Source: an optimization exercise on an open RTL-to-GDS flow (aim: small area and a short achievable clock period). Production flows keep margins and buffers that such runs may drop.
RTL that was checked went through simulation tests only; none was proved equivalent to the original.
Power figures rest on the tool's default switching activity, not on a simulated workload.

==> 04-10: inputs <==
## brouter
module brouter
#(parameter     addr = 4'b0101)
(
    input       [143:0]     port0_ci,
    input       [143:0]     port1_ci,
    input       [143:0]     port2_ci,
    input       [143:0]     port3_ci,
    input       [143:0]     port4_ci,
    output                  port4_ack,
    input                   clk,
    input                   rst,
    output      [143:0]     port0_co,
    output      [143:0]     port1_co,
    output      [143:0]     port2_co,
    output      [143:0]     port3_co,
    output      [143:0]     port4_co,
    output                  port4_ready);
==> module brouter, before the edit <==
module brouter
#(parameter     addr = 4'b0101)
(
    input       [143:0]     port0_ci,
    input       [143:0]     port1_ci,
    input       [143:0]     port2_ci,
    input       [143:0]     port3_ci,
    input       [143:0]     port4_ci,
    output                  port4_ack,
    input                   clk,
    input                   rst,
    output      [143:0]     port0_co,
    output      [143:0]     port1_co,
    output      [143:0]     port2_co,
    output      [143:0]     port3_co,
    output      [143:0]     port4_co,
    output                  port4_ready);
    localparam [1:0] ax = addr[3:2];
    localparam [1:0] ay = addr[1:0];
    reg [7:0]  gold_sel;
    reg [15:0] prand;
    always @(posedge clk) begin
        if (rst) gold_sel <= 8'd0;
        else gold_sel <= gold_sel + 8'd1;
        if (rst) prand <= 16'h0001;
        else prand <= {prand[14:0], prand[7] ^ prand[3]};
    end
    wire [7:0] gold_nxt = rst ? 8'd0 : gold_sel + 8'd1;
    wire [143:0] ci [0:3];
    assign ci[0] = port0_ci;
    assign ci[1] = port1_ci;
    assign ci[2] = port2_ci;
    assign ci[3] = port3_ci;
    wire [3:0] vin, ejin;
    genvar k;
    generate for (k = 0; k < 4; k = k + 1) begin : g_in
        assign vin[k] = ci[k][11] & ~rst;
        assign ejin[k] = vin[k] & (ci[k][3:0] == addr);
    end endgenerate
    wire [3:0] eoh = {ejin[3] & ~|ejin[2:0], ejin[2] & ~|ejin[1:0], ejin[1] & ~ejin[0], ejin[0]};
    wire [3:0] pvin = vin & ~eoh;    
    reg [143:0] d1 [0:3];    
    reg [3:0]   e1;          
    reg         ejv1;        
    reg         rdy1;        
    generate for (k = 0; k < 4; k = k + 1) begin : g_r1
        always @(posedge clk)
            d1[k] <= {ci[k][143:12], pvin[k], ci[k][10:0]};
    end endgenerate
    always @(posedge clk) begin
        e1   <= eoh;
        ejv1 <= |ejin;
        rdy1 <= ~&pvin;
    end
    wire [143:0] ej_data;
    pick5 pe(.s({1'b0, e1}), .a(d1[0]), .b(d1[1]), .c(d1[2]), .d(d1[3]), .e(144'd0), .y(ej_data));
    assign port4_co = {ej_data[143:12], ejv1, ej_data[10:0]};
    assign port4_ready = rdy1;
    wire vi = port4_ci[11] & ~rst;
    assign port4_ack = vi & rdy1;
    wire [3:0] pv1 = {d1[3][11], d1[2][11], d1[1][11], d1[0][11]};
    wire [3:0] inj = {vi & &pv1[2:0] & ~pv1[3], vi & &pv1[1:0] & ~pv1[2], vi & pv1[0] & ~pv1[1], vi & ~pv1[0]};
    function [7:0] fields(input [143:0] f, input v, input [7:0] gs);
        reg [3:0] rm;
        begin
            rm = v ? {f[3:2] < ax, f[3:2] > ax, f[1:0] > ay, f[1:0] < ay} : 4'b0000;
            fields = {v, {f[15:12], f[7:4]} == gs, f[10:8], rm[1] | rm[0], rm[2], rm[0]};
        end
    endfunction
    wire [7:0] fi = fields(port4_ci, vi, gold_nxt);
    reg [143:0] d2 [0:3];
    reg [143:0] di2;
    reg [3:0]   is2;
    reg [7:0]   c2 [0:3];
    generate for (k = 0; k < 4; k = k + 1) begin : g_r2
        always @(posedge clk) begin
            d2[k] <= d1[k];
            c2[k] <= inj[k] ? fi : fields(d1[k], pv1[k], gold_nxt);
        end
    end endgenerate
    always @(posedge clk) begin
        di2 <= port4_ci;
        is2 <= inj;
    end
    wire pr = prand[3];
    function win1(input [7:0] a, input [7:0] b, input p);
        reg va, vb, ga, gb;
        begin
            va = a[7]; vb = b[7]; ga = a[6]; gb = b[6];
            win1 = (va & vb & ga & gb & (b[5:3] > a[5:3])) |
                   (va & vb & ~ga & gb) |
                   (va & vb & ~ga & ~gb & p) |
                   (~va & vb);
        end
    endfunction
    wire swA = win1(c2[0], c2[2], pr) ? ~c2[2][2] : c2[0][2];
    wire swB = win1(c2[1], c2[3], pr) ? ~c2[3][2] : c2[1][2];
    wire [7:0] i0 = swA ? c2[2] : c2[0];
    wire [7:0] i2 = swA ? c2[0] : c2[2];
    wire [7:0] i1 = swB ? c2[3] : c2[1];
    wire [7:0] i3 = swB ? c2[1] : c2[3];
    wire swC = win1(i0, i1, pr) ? ~i1[1] : i0[1];
    wire swD = win1(i2, i3, pr) ? ~i3[0] : i2[0];
    wire [3:0] s0 = swC ? (swB ? 4'b1000 : 4'b0010) : (swA ? 4'b0100 : 4'b0001);
    wire [3:0] s1 = swC ? (swA ? 4'b0100 : 4'b0001) : (swB ? 4'b1000 : 4'b0010);
    wire [3:0] s2 = swD ? (swB ? 4'b0010 : 4'b1000) : (swA ? 4'b0001 : 4'b0100);
    wire [3:0] s3 = swD ? (swA ? 4'b0001 : 4'b0100) : (swB ? 4'b0010 : 4'b1000);
    wire [3:0] v2 = {c2[3][7], c2[2][7], c2[1][7], c2[0][7]};
    wire [4:0] q0 = {|(s0 & is2), s0 & ~is2};
    wire [4:0] q1 = {|(s1 & is2), s1 & ~is2};
    wire [4:0] q2 = {|(s2 & is2), s2 & ~is2};
    wire [4:0] q3 = {|(s3 & is2), s3 & ~is2};
    wire [143:0] o0, o1, o2, o3;
    pick5 p0(.s(q0), .a(d2[0]), .b(d2[1]), .c(d2[2]), .d(d2[3]), .e(di2), .y(o0));
    pick5 p1(.s(q1), .a(d2[0]), .b(d2[1]), .c(d2[2]), .d(d2[3]), .e(di2), .y(o1));
    pick5 p2(.s(q2), .a(d2[0]), .b(d2[1]), .c(d2[2]), .d(d2[3]), .e(di2), .y(o2));
    pick5 p3(.s(q3), .a(d2[0]), .b(d2[1]), .c(d2[2]), .d(d2[3]), .e(di2), .y(o3));
    reg [143:0] d3 [0:3];
    always @(posedge clk) begin
        d3[0] <= {o0[143:12], |(s0 & v2), o0[10:0]};
        d3[1] <= {o1[143:12], |(s1 & v2), o1[10:0]};
        d3[2] <= {o2[143:12], |(s2 & v2), o2[10:0]};
        d3[3] <= {o3[143:12], |(s3 & v2), o3[10:0]};
    end
    assign port0_co = d3[0];
    assign port1_co = d3[1];
    assign port2_co = d3[2];
    assign port3_co = d3[3];
endmodule
clock: 6.0 ns
lec_check: 0
cap_margin: 20
core_area: 5 5 335 335
die_area: 0 0 340 340
setup_slack_margin: 3.0
slew_margin: 20
synth_hierarchical: 1
run.sh (not shown) runs the stock make flow with config.mk's settings and CLKGATE_MAP_FILE= SYNTH_SCRIPT=/design/flow/synth_recipe.tcl, a recipe that flattens the netlist after the stock synthesis.
==> 06-21 (differences from 04-10) <==
Settings changed: CORE_AREA 5 5 335 335 to 5 5 515 515, DIE_AREA 0 0 340 340 to 0 0 520 520.
==> 09-24 (differences from 04-10) <==
--- a/flow/design.v
+++ b/flow/design.v
@@ -18,13 +18,19 @@
     localparam [1:0] ax = addr[3:2];
     localparam [1:0] ay = addr[1:0];
-    reg [7:0]  gold_sel;
+    reg [7:0]  gold_sel, gold_p1;
     reg [15:0] prand;
     always @(posedge clk) begin
-        if (rst) gold_sel <= 8'd0;
-        else gold_sel <= gold_sel + 8'd1;
+        if (rst) begin
+            gold_sel <= 8'd0;
+            gold_p1  <= 8'd1;
+        end else begin
+            gold_sel <= gold_sel + 8'd1;
+            gold_p1  <= gold_p1 + 8'd1;
+        end
         if (rst) prand <= 16'h0001;
         else prand <= {prand[14:0], prand[7] ^ prand[3]};
     end
-    wire [7:0] gold_nxt = rst ? 8'd0 : gold_sel + 8'd1;
+    wire [7:0] gold_nxt = gold_p1;
+    wire       pr_nxt = prand[2];
     wire [143:0] ci [0:3];
     assign ci[0] = port0_ci;
@@ -41,7 +47,8 @@
     wire [3:0] pvin = vin & ~eoh;    
     reg [143:0] d1 [0:3];    
-    reg [3:0]   e1;          
-    reg         ejv1;        
     reg         rdy1;        
+    reg [143:0] ej1;         
+    wire [143:0] ej_data;
+    pick4 pe(.s(eoh), .a(ci[0]), .b(ci[1]), .c(ci[2]), .d(ci[3]), .y(ej_data));
     generate for (k = 0; k < 4; k = k + 1) begin : g_r1
         always @(posedge clk)
@@ -49,32 +56,49 @@
     end endgenerate
     always @(posedge clk) begin
-        e1   <= eoh;
-        ejv1 <= |ejin;
         rdy1 <= ~&pvin;
+        ej1  <= {ej_data[143:12], |ejin, ej_data[10:0]};
     end
-    wire [143:0] ej_data;
-    pick5 pe(.s({1'b0, e1}), .a(d1[0]), .b(d1[1]), .c(d1[2]), .d(d1[3]), .e(144'd0), .y(ej_data));
-    assign port4_co = {ej_data[143:12], ejv1, ej_data[10:0]};
+    assign port4_co = ej1;
     assign port4_ready = rdy1;
     wire vi = port4_ci[11] & ~rst;
-    assign port4_ack = vi & rdy1;
+    ackgate ag(.v(port4_ci[11]), .rst(rst), .ready(rdy1), .ack(port4_ack));
     wire [3:0] pv1 = {d1[3][11], d1[2][11], d1[1][11], d1[0][11]};
     wire [3:0] inj = {vi & &pv1[2:0] & ~pv1[3], vi & &pv1[1:0] & ~pv1[2], vi & pv1[0] & ~pv1[1], vi & ~pv1[0]};
-    function [7:0] fields(input [143:0] f, input v, input [7:0] gs);
+    function [4:0] dirs(input [143:0] f, input v);
         reg [3:0] rm;
         begin
             rm = v ? {f[3:2] < ax, f[3:2] > ax, f[1:0] > ay, f[1:0] < ay} : 4'b0000;
-            fields = {v, {f[15:12], f[7:4]} == gs, f[10:8], rm[1] | rm[0], rm[2], rm[0]};
+            dirs = {rm[1] | rm[0], rm[2], rm[0]};
         end
     endfunction
-    wire [7:0] fi = fields(port4_ci, vi, gold_nxt);
+    wire [3:0] sv;               
+    wire [3:0] sg;               
+    wire [2:0] sq [0:3];         
+    wire [2:0] sd [0:3];         
+    wire gi = {port4_ci[15:12], port4_ci[7:4]} == gold_nxt;
+    wire [2:0] di = dirs(port4_ci, vi);
+    generate for (k = 0; k < 4; k = k + 1) begin : g_slot
+        assign sv[k] = pv1[k] | inj[k];
+        assign sg[k] = inj[k] ? gi : ({d1[k][15:12], d1[k][7:4]} == gold_nxt);
+        assign sq[k] = inj[k] ? port4_ci[10:8] : d1[k][10:8];
+        assign sd[k] = inj[k] ? di : dirs(d1[k], pv1[k]);
+    end endgenerate
+    function beats(input integer a, input integer b);
+        beats = (sv[a] & sv[b] & sg[a] & sg[b] & (sq[b] > sq[a])) |
+                (sv[a] & sv[b] & ~sg[a] & sg[b]) |
+                (sv[a] & sv[b] & ~sg[a] & ~sg[b] & pr_nxt) |
+                (~sv[a] & sv[b]);
+    endfunction
     reg [143:0] d2 [0:3];
     reg [143:0] di2;
     reg [3:0]   is2;
-    reg [7:0]   c2 [0:3];
+    reg [3:0]   v2;
+    reg [1:0]   w2 [0:3];        
+    reg         w01, w03, w21, w23;
+    reg         swA, swB;
     generate for (k = 0; k < 4; k = k + 1) begin : g_r2
         always @(posedge clk) begin
             d2[k] <= d1[k];
-            c2[k] <= inj[k] ? fi : fields(d1[k], pv1[k], gold_nxt);
+            w2[k] <= sd[k][1:0];
         end
     end endgenerate
@@ -82,29 +106,20 @@
         di2 <= port4_ci;
         is2 <= inj;
+        v2  <= sv;
+        w01 <= beats(0, 1);
+        w03 <= beats(0, 3);
+        w21 <= beats(2, 1);
+        w23 <= beats(2, 3);
+        swA <= beats(0, 2) ? ~sd[2][2] : sd[0][2];
+        swB <= beats(1, 3) ? ~sd[3][2] : sd[1][2];
     end
-    wire pr = prand[3];
-    function win1(input [7:0] a, input [7:0] b, input p);
-        reg va, vb, ga, gb;
-        begin
-            va = a[7]; vb = b[7]; ga = a[6]; gb = b[6];
-            win1 = (va & vb & ga & gb & (b[5:3] > a[5:3])) |
-                   (va & vb & ~ga & gb) |
-                   (va & vb & ~ga & ~gb & p) |
-                   (~va & vb);
-        end
-    endfunction
-    wire swA = win1(c2[0], c2[2], pr) ? ~c2[2][2] : c2[0][2];
-    wire swB = win1(c2[1], c2[3], pr) ? ~c2[3][2] : c2[1][2];
-    wire [7:0] i0 = swA ? c2[2] : c2[0];
-    wire [7:0] i2 = swA ? c2[0] : c2[2];
-    wire [7:0] i1 = swB ? c2[3] : c2[1];
-    wire [7:0] i3 = swB ? c2[1] : c2[3];
-    wire swC = win1(i0, i1, pr) ? ~i1[1] : i0[1];
-    wire swD = win1(i2, i3, pr) ? ~i3[0] : i2[0];
+    wire winC = swA ? (swB ? w23 : w21) : (swB ? w03 : w01);
+    wire swC = winC ? ~(swB ? w2[3][1] : w2[1][1]) : (swA ? w2[2][1] : w2[0][1]);
+    wire winD = swA ? (swB ? w01 : w03) : (swB ? w21 : w23);
+    wire swD = winD ? ~(swB ? w2[1][0] : w2[3][0]) : (swA ? w2[0][0] : w2[2][0]);
     wire [3:0] s0 = swC ? (swB ? 4'b1000 : 4'b0010) : (swA ? 4'b0100 : 4'b0001);
     wire [3:0] s1 = swC ? (swA ? 4'b0100 : 4'b0001) : (swB ? 4'b1000 : 4'b0010);
     wire [3:0] s2 = swD ? (swB ? 4'b0010 : 4'b1000) : (swA ? 4'b0001 : 4'b0100);
     wire [3:0] s3 = swD ? (swA ? 4'b0001 : 4'b0100) : (swB ? 4'b0010 : 4'b1000);
-    wire [3:0] v2 = {c2[3][7], c2[2][7], c2[1][7], c2[0][7]};
     wire [4:0] q0 = {|(s0 & is2), s0 & ~is2};
     wire [4:0] q1 = {|(s1 & is2), s1 & ~is2};
@@ -141,2 +156,23 @@
                ({144{s[3]}} & d) | ({144{s[4]}} & e);
 endmodule
+module pick4
+(
+    input  [3:0]   s,
+    input  [143:0] a,
+    input  [143:0] b,
+    input  [143:0] c,
+    input  [143:0] d,
+    output [143:0] y
+);
+    assign y = ({144{s[0]}} & a) | ({144{s[1]}} & b) | ({144{s[2]}} & c) |
+               ({144{s[3]}} & d);
+endmodule
+module ackgate
+(
+    input  v,
+    input  rst,
+    input  ready,
+    output ack
+);
+    assign ack = v & ~rst & ready;
+endmodule
==> flow/flow/run.sh (new file) <==
#!/bin/bash
set -euo pipefail
export BUFFER_PORTS_ARGS="-buffer_cell sky130_fd_sc_hd__buf_1"
export CTS_ARGS="-sink_clustering_enable -repair_clock_nets -sink_clustering_size 24 -sink_clustering_max_diameter 100 -dont_use_dummy_load"
bash standard.sh finish > standard_flow.log 2>&1
==> flow/standard.sh (new file) <==
#!/bin/bash
# synth_recipe.tcl (not shown) runs the flow's synth.tcl, then flattens the netlist and writes it again
# the make line also repeats each setting of config.mk as NAME=value (left out here)
make -C /OpenROAD-flow-scripts/flow DESIGN_CONFIG=/design/flow/config.mk WORK_HOME=/design/flow/orfs CLKGATE_MAP_FILE= SYNTH_SCRIPT=/design/flow/synth_recipe.tcl "${@:-finish}"
Settings changed: CORE_AREA 5 5 335 335 to 5 5 515 515, DIE_AREA 0 0 340 340 to 0 0 520 520.
removed: flow/run.sh
==> 04-12 (differences from 04-10) <==
--- a/flow/design.v
+++ b/flow/design.v
@@ -18,13 +18,19 @@
     localparam [1:0] ax = addr[3:2];
     localparam [1:0] ay = addr[1:0];
-    reg [7:0]  gold_sel;
+    reg [7:0]  gold_sel, gold_p1;
     reg [15:0] prand;
     always @(posedge clk) begin
-        if (rst) gold_sel <= 8'd0;
-        else gold_sel <= gold_sel + 8'd1;
+        if (rst) begin
+            gold_sel <= 8'd0;
+            gold_p1  <= 8'd1;
+        end else begin
+            gold_sel <= gold_sel + 8'd1;
+            gold_p1  <= gold_p1 + 8'd1;
+        end
         if (rst) prand <= 16'h0001;
         else prand <= {prand[14:0], prand[7] ^ prand[3]};
     end
-    wire [7:0] gold_nxt = rst ? 8'd0 : gold_sel + 8'd1;
+    wire [7:0] gold_nxt = gold_p1;
+    wire       pr_nxt = prand[2];
     wire [143:0] ci [0:3];
     assign ci[0] = port0_ci;
@@ -41,7 +47,8 @@
     wire [3:0] pvin = vin & ~eoh;    
     reg [143:0] d1 [0:3];    
-    reg [3:0]   e1;          
-    reg         ejv1;        
     reg         rdy1;        
+    reg [143:0] ej1;         
+    wire [143:0] ej_data;
+    pick4 pe(.s(eoh), .a(ci[0]), .b(ci[1]), .c(ci[2]), .d(ci[3]), .y(ej_data));
     generate for (k = 0; k < 4; k = k + 1) begin : g_r1
         always @(posedge clk)
@@ -49,32 +56,49 @@
     end endgenerate
     always @(posedge clk) begin
-        e1   <= eoh;
-        ejv1 <= |ejin;
         rdy1 <= ~&pvin;
+        ej1  <= {ej_data[143:12], |ejin, ej_data[10:0]};
     end
-    wire [143:0] ej_data;
-    pick5 pe(.s({1'b0, e1}), .a(d1[0]), .b(d1[1]), .c(d1[2]), .d(d1[3]), .e(144'd0), .y(ej_data));
-    assign port4_co = {ej_data[143:12], ejv1, ej_data[10:0]};
+    assign port4_co = ej1;
     assign port4_ready = rdy1;
     wire vi = port4_ci[11] & ~rst;
-    assign port4_ack = vi & rdy1;
+    ackgate ag(.v(port4_ci[11]), .rst(rst), .ready(rdy1), .ack(port4_ack));
     wire [3:0] pv1 = {d1[3][11], d1[2][11], d1[1][11], d1[0][11]};
     wire [3:0] inj = {vi & &pv1[2:0] & ~pv1[3], vi & &pv1[1:0] & ~pv1[2], vi & pv1[0] & ~pv1[1], vi & ~pv1[0]};
-    function [7:0] fields(input [143:0] f, input v, input [7:0] gs);
+    function [4:0] dirs(input [143:0] f, input v);
         reg [3:0] rm;
         begin
             rm = v ? {f[3:2] < ax, f[3:2] > ax, f[1:0] > ay, f[1:0] < ay} : 4'b0000;
-            fields = {v, {f[15:12], f[7:4]} == gs, f[10:8], rm[1] | rm[0], rm[2], rm[0]};
+            dirs = {rm[1] | rm[0], rm[2], rm[0]};
         end
     endfunction
-    wire [7:0] fi = fields(port4_ci, vi, gold_nxt);
+    wire [3:0] sv;               
+    wire [3:0] sg;               
+    wire [2:0] sq [0:3];         
+    wire [2:0] sd [0:3];         
+    wire gi = {port4_ci[15:12], port4_ci[7:4]} == gold_nxt;
+    wire [2:0] di = dirs(port4_ci, vi);
+    generate for (k = 0; k < 4; k = k + 1) begin : g_slot
+        assign sv[k] = pv1[k] | inj[k];
+        assign sg[k] = inj[k] ? gi : ({d1[k][15:12], d1[k][7:4]} == gold_nxt);
+        assign sq[k] = inj[k] ? port4_ci[10:8] : d1[k][10:8];
+        assign sd[k] = inj[k] ? di : dirs(d1[k], pv1[k]);
+    end endgenerate
+    function beats(input integer a, input integer b);
+        beats = (sv[a] & sv[b] & sg[a] & sg[b] & (sq[b] > sq[a])) |
+                (sv[a] & sv[b] & ~sg[a] & sg[b]) |
+                (sv[a] & sv[b] & ~sg[a] & ~sg[b] & pr_nxt) |
+                (~sv[a] & sv[b]);
+    endfunction
     reg [143:0] d2 [0:3];
     reg [143:0] di2;
     reg [3:0]   is2;
-    reg [7:0]   c2 [0:3];
+    reg [3:0]   v2;
+    reg [1:0]   w2 [0:3];        
+    reg         w01, w03, w21, w23;
+    reg         swA, swB;
     generate for (k = 0; k < 4; k = k + 1) begin : g_r2
         always @(posedge clk) begin
             d2[k] <= d1[k];
-            c2[k] <= inj[k] ? fi : fields(d1[k], pv1[k], gold_nxt);
+            w2[k] <= sd[k][1:0];
         end
     end endgenerate
@@ -82,29 +106,20 @@
         di2 <= port4_ci;
         is2 <= inj;
+        v2  <= sv;
+        w01 <= beats(0, 1);
+        w03 <= beats(0, 3);
+        w21 <= beats(2, 1);
+        w23 <= beats(2, 3);
+        swA <= beats(0, 2) ? ~sd[2][2] : sd[0][2];
+        swB <= beats(1, 3) ? ~sd[3][2] : sd[1][2];
     end
-    wire pr = prand[3];
-    function win1(input [7:0] a, input [7:0] b, input p);
-        reg va, vb, ga, gb;
-        begin
-            va = a[7]; vb = b[7]; ga = a[6]; gb = b[6];
-            win1 = (va & vb & ga & gb & (b[5:3] > a[5:3])) |
-                   (va & vb & ~ga & gb) |
-                   (va & vb & ~ga & ~gb & p) |
-                   (~va & vb);
-        end
-    endfunction
-    wire swA = win1(c2[0], c2[2], pr) ? ~c2[2][2] : c2[0][2];
-    wire swB = win1(c2[1], c2[3], pr) ? ~c2[3][2] : c2[1][2];
-    wire [7:0] i0 = swA ? c2[2] : c2[0];
-    wire [7:0] i2 = swA ? c2[0] : c2[2];
-    wire [7:0] i1 = swB ? c2[3] : c2[1];
-    wire [7:0] i3 = swB ? c2[1] : c2[3];
-    wire swC = win1(i0, i1, pr) ? ~i1[1] : i0[1];
-    wire swD = win1(i2, i3, pr) ? ~i3[0] : i2[0];
+    wire winC = swA ? (swB ? w23 : w21) : (swB ? w03 : w01);
+    wire swC = winC ? ~(swB ? w2[3][1] : w2[1][1]) : (swA ? w2[2][1] : w2[0][1]);
+    wire winD = swA ? (swB ? w01 : w03) : (swB ? w21 : w23);
+    wire swD = winD ? ~(swB ? w2[1][0] : w2[3][0]) : (swA ? w2[0][0] : w2[2][0]);
     wire [3:0] s0 = swC ? (swB ? 4'b1000 : 4'b0010) : (swA ? 4'b0100 : 4'b0001);
     wire [3:0] s1 = swC ? (swA ? 4'b0100 : 4'b0001) : (swB ? 4'b1000 : 4'b0010);
     wire [3:0] s2 = swD ? (swB ? 4'b0010 : 4'b1000) : (swA ? 4'b0001 : 4'b0100);
     wire [3:0] s3 = swD ? (swA ? 4'b0001 : 4'b0100) : (swB ? 4'b0010 : 4'b1000);
-    wire [3:0] v2 = {c2[3][7], c2[2][7], c2[1][7], c2[0][7]};
     wire [4:0] q0 = {|(s0 & is2), s0 & ~is2};
     wire [4:0] q1 = {|(s1 & is2), s1 & ~is2};
@@ -141,2 +156,23 @@
                ({144{s[3]}} & d) | ({144{s[4]}} & e);
 endmodule
+module pick4
+(
+    input  [3:0]   s,
+    input  [143:0] a,
+    input  [143:0] b,
+    input  [143:0] c,
+    input  [143:0] d,
+    output [143:0] y
+);
+    assign y = ({144{s[0]}} & a) | ({144{s[1]}} & b) | ({144{s[2]}} & c) |
+               ({144{s[3]}} & d);
+endmodule
+module ackgate
+(
+    input  v,
+    input  rst,
+    input  ready,
+    output ack
+);
+    assign ack = v & ~rst & ready;
+endmodule
==> flow/flow/run.sh (new file) <==
#!/bin/bash
set -euo pipefail
export BUFFER_PORTS_ARGS="-buffer_cell sky130_fd_sc_hd__buf_1"
export CTS_ARGS="-sink_clustering_enable -repair_clock_nets -sink_clustering_size 24 -sink_clustering_max_diameter 100 -dont_use_dummy_load"
bash standard.sh finish > standard_flow.log 2>&1
==> flow/standard.sh (new file) <==
#!/bin/bash
# synth_recipe.tcl (not shown) runs the flow's synth.tcl, then flattens the netlist and writes it again
# the make line also repeats each setting of config.mk as NAME=value (left out here)
make -C /OpenROAD-flow-scripts/flow DESIGN_CONFIG=/design/flow/config.mk WORK_HOME=/design/flow/orfs CLKGATE_MAP_FILE= SYNTH_SCRIPT=/design/flow/synth_recipe.tcl "${@:-finish}"
Settings changed: CORE_AREA 5 5 335 335 to 5 5 515 515, DIE_AREA 0 0 340 340 to 0 0 520 520, SETUP_SLACK_MARGIN 3.0 to 3.15.
removed: flow/run.sh
==> comparison table <==
metric                                                                                    09-24                    04-12                    06-21                   04-10
Result of the run                                                       complete, no violations  complete, no violations  complete, no violations  stopped before the end
Last stage reached                                                                            -                        -                        -       I/O pin placement
Endpoints failing setup                                                                       0                        0                        0                       -
Fin Hold WS                                                                           0.2406 ns                0.2605 ns                0.3056 ns                       -
DRT Wirelength                                                                        343300 um                350800 um                445400 um                       -
Placed cells                                                                               9403                     9427                     9553                       -
Growth of design area from synthesis to finish                                           20.15%                   21.31%                   65.44%                       -
Timing-limited maximum frequency                                                      325.5 MHz                336.2 MHz                206.9 MHz                       -
Number of I/O pins                                                                         1444                     1444                     1444                       -
Total power after layout                                                               29.55 mW                 29.74 mW                 37.87 mW                       -
Comb_multi_in                                                                              2421                     2421                     2591                       -
Class of the most critical hold timing path                                register to register     register to register     register to register                       -
Count of routing violations after the opening detailed-route iteration                    10690                    10300                    13620                       -
Number of slew-limit violations in the final report                                           0                        0                        0                       -
Worst R2R End                                                                 d3[0][98]$_DFF_P_        d3[3][50]$_DFF_P_       d3[3][139]$_DFF_P_                       -
Die Area                                                                             270400 um2               270400 um2               270400 um2                       -
Postcts setup bufs                                                                           20                       27                      230                       -
Met3 wire length                                                                       45100 um                 44590 um                 58140 um                       -
End-of-flow core utilization                                                             0.2823                   0.2850                   0.3722                       -
Only the layout flow was run in 04-10 and 06-21; the RTL was not checked for function there.

separate check: timing with driven ports:
No port has a modelled driver above. Below, the same layouts with a new extraction and two added sets of constraints. Step 1 (the two cells are an assumption about what drives the block):
set clk [get_ports {clk}]
set_driving_cell -lib_cell sky130_fd_sc_hd__clkbuf_16 $clk
set_driving_cell -lib_cell sky130_fd_sc_hd__buf_2 [delete_from_list [all_inputs] $clk]
Step 2 adds t to the input delays and takes it off the output delays; t is the mean of the earliest and latest rising clock arrival at the registers after step 1. Input paths then give back, and output paths get back, about the clock's delay inside the block. Slacks: ideal ports / drivers / drivers and shift; pairs: ideal ports / drivers.
run	t (ns)	setup WS [ns]	slew at the worst register clock pin (ns)	worst data-port slew with drivers (ns)	pins driven straight from the clock port
06-21	0.952	1.166 / 1.166 / 1.166	0.07 / 0.07	0.28	1
09-24	0.850	2.928 / 2.963 / 2.117	0.10 / 0.10	0.34	1
04-12	0.863	3.025 / 2.980 / 2.355	0.11 / 0.11	0.34	1
After both steps setup and hold are still met in every run listed. For 09-24, which loses most, drivers alone change the setup slack by +0.035 ns; drivers and shift together by -0.811 ns.
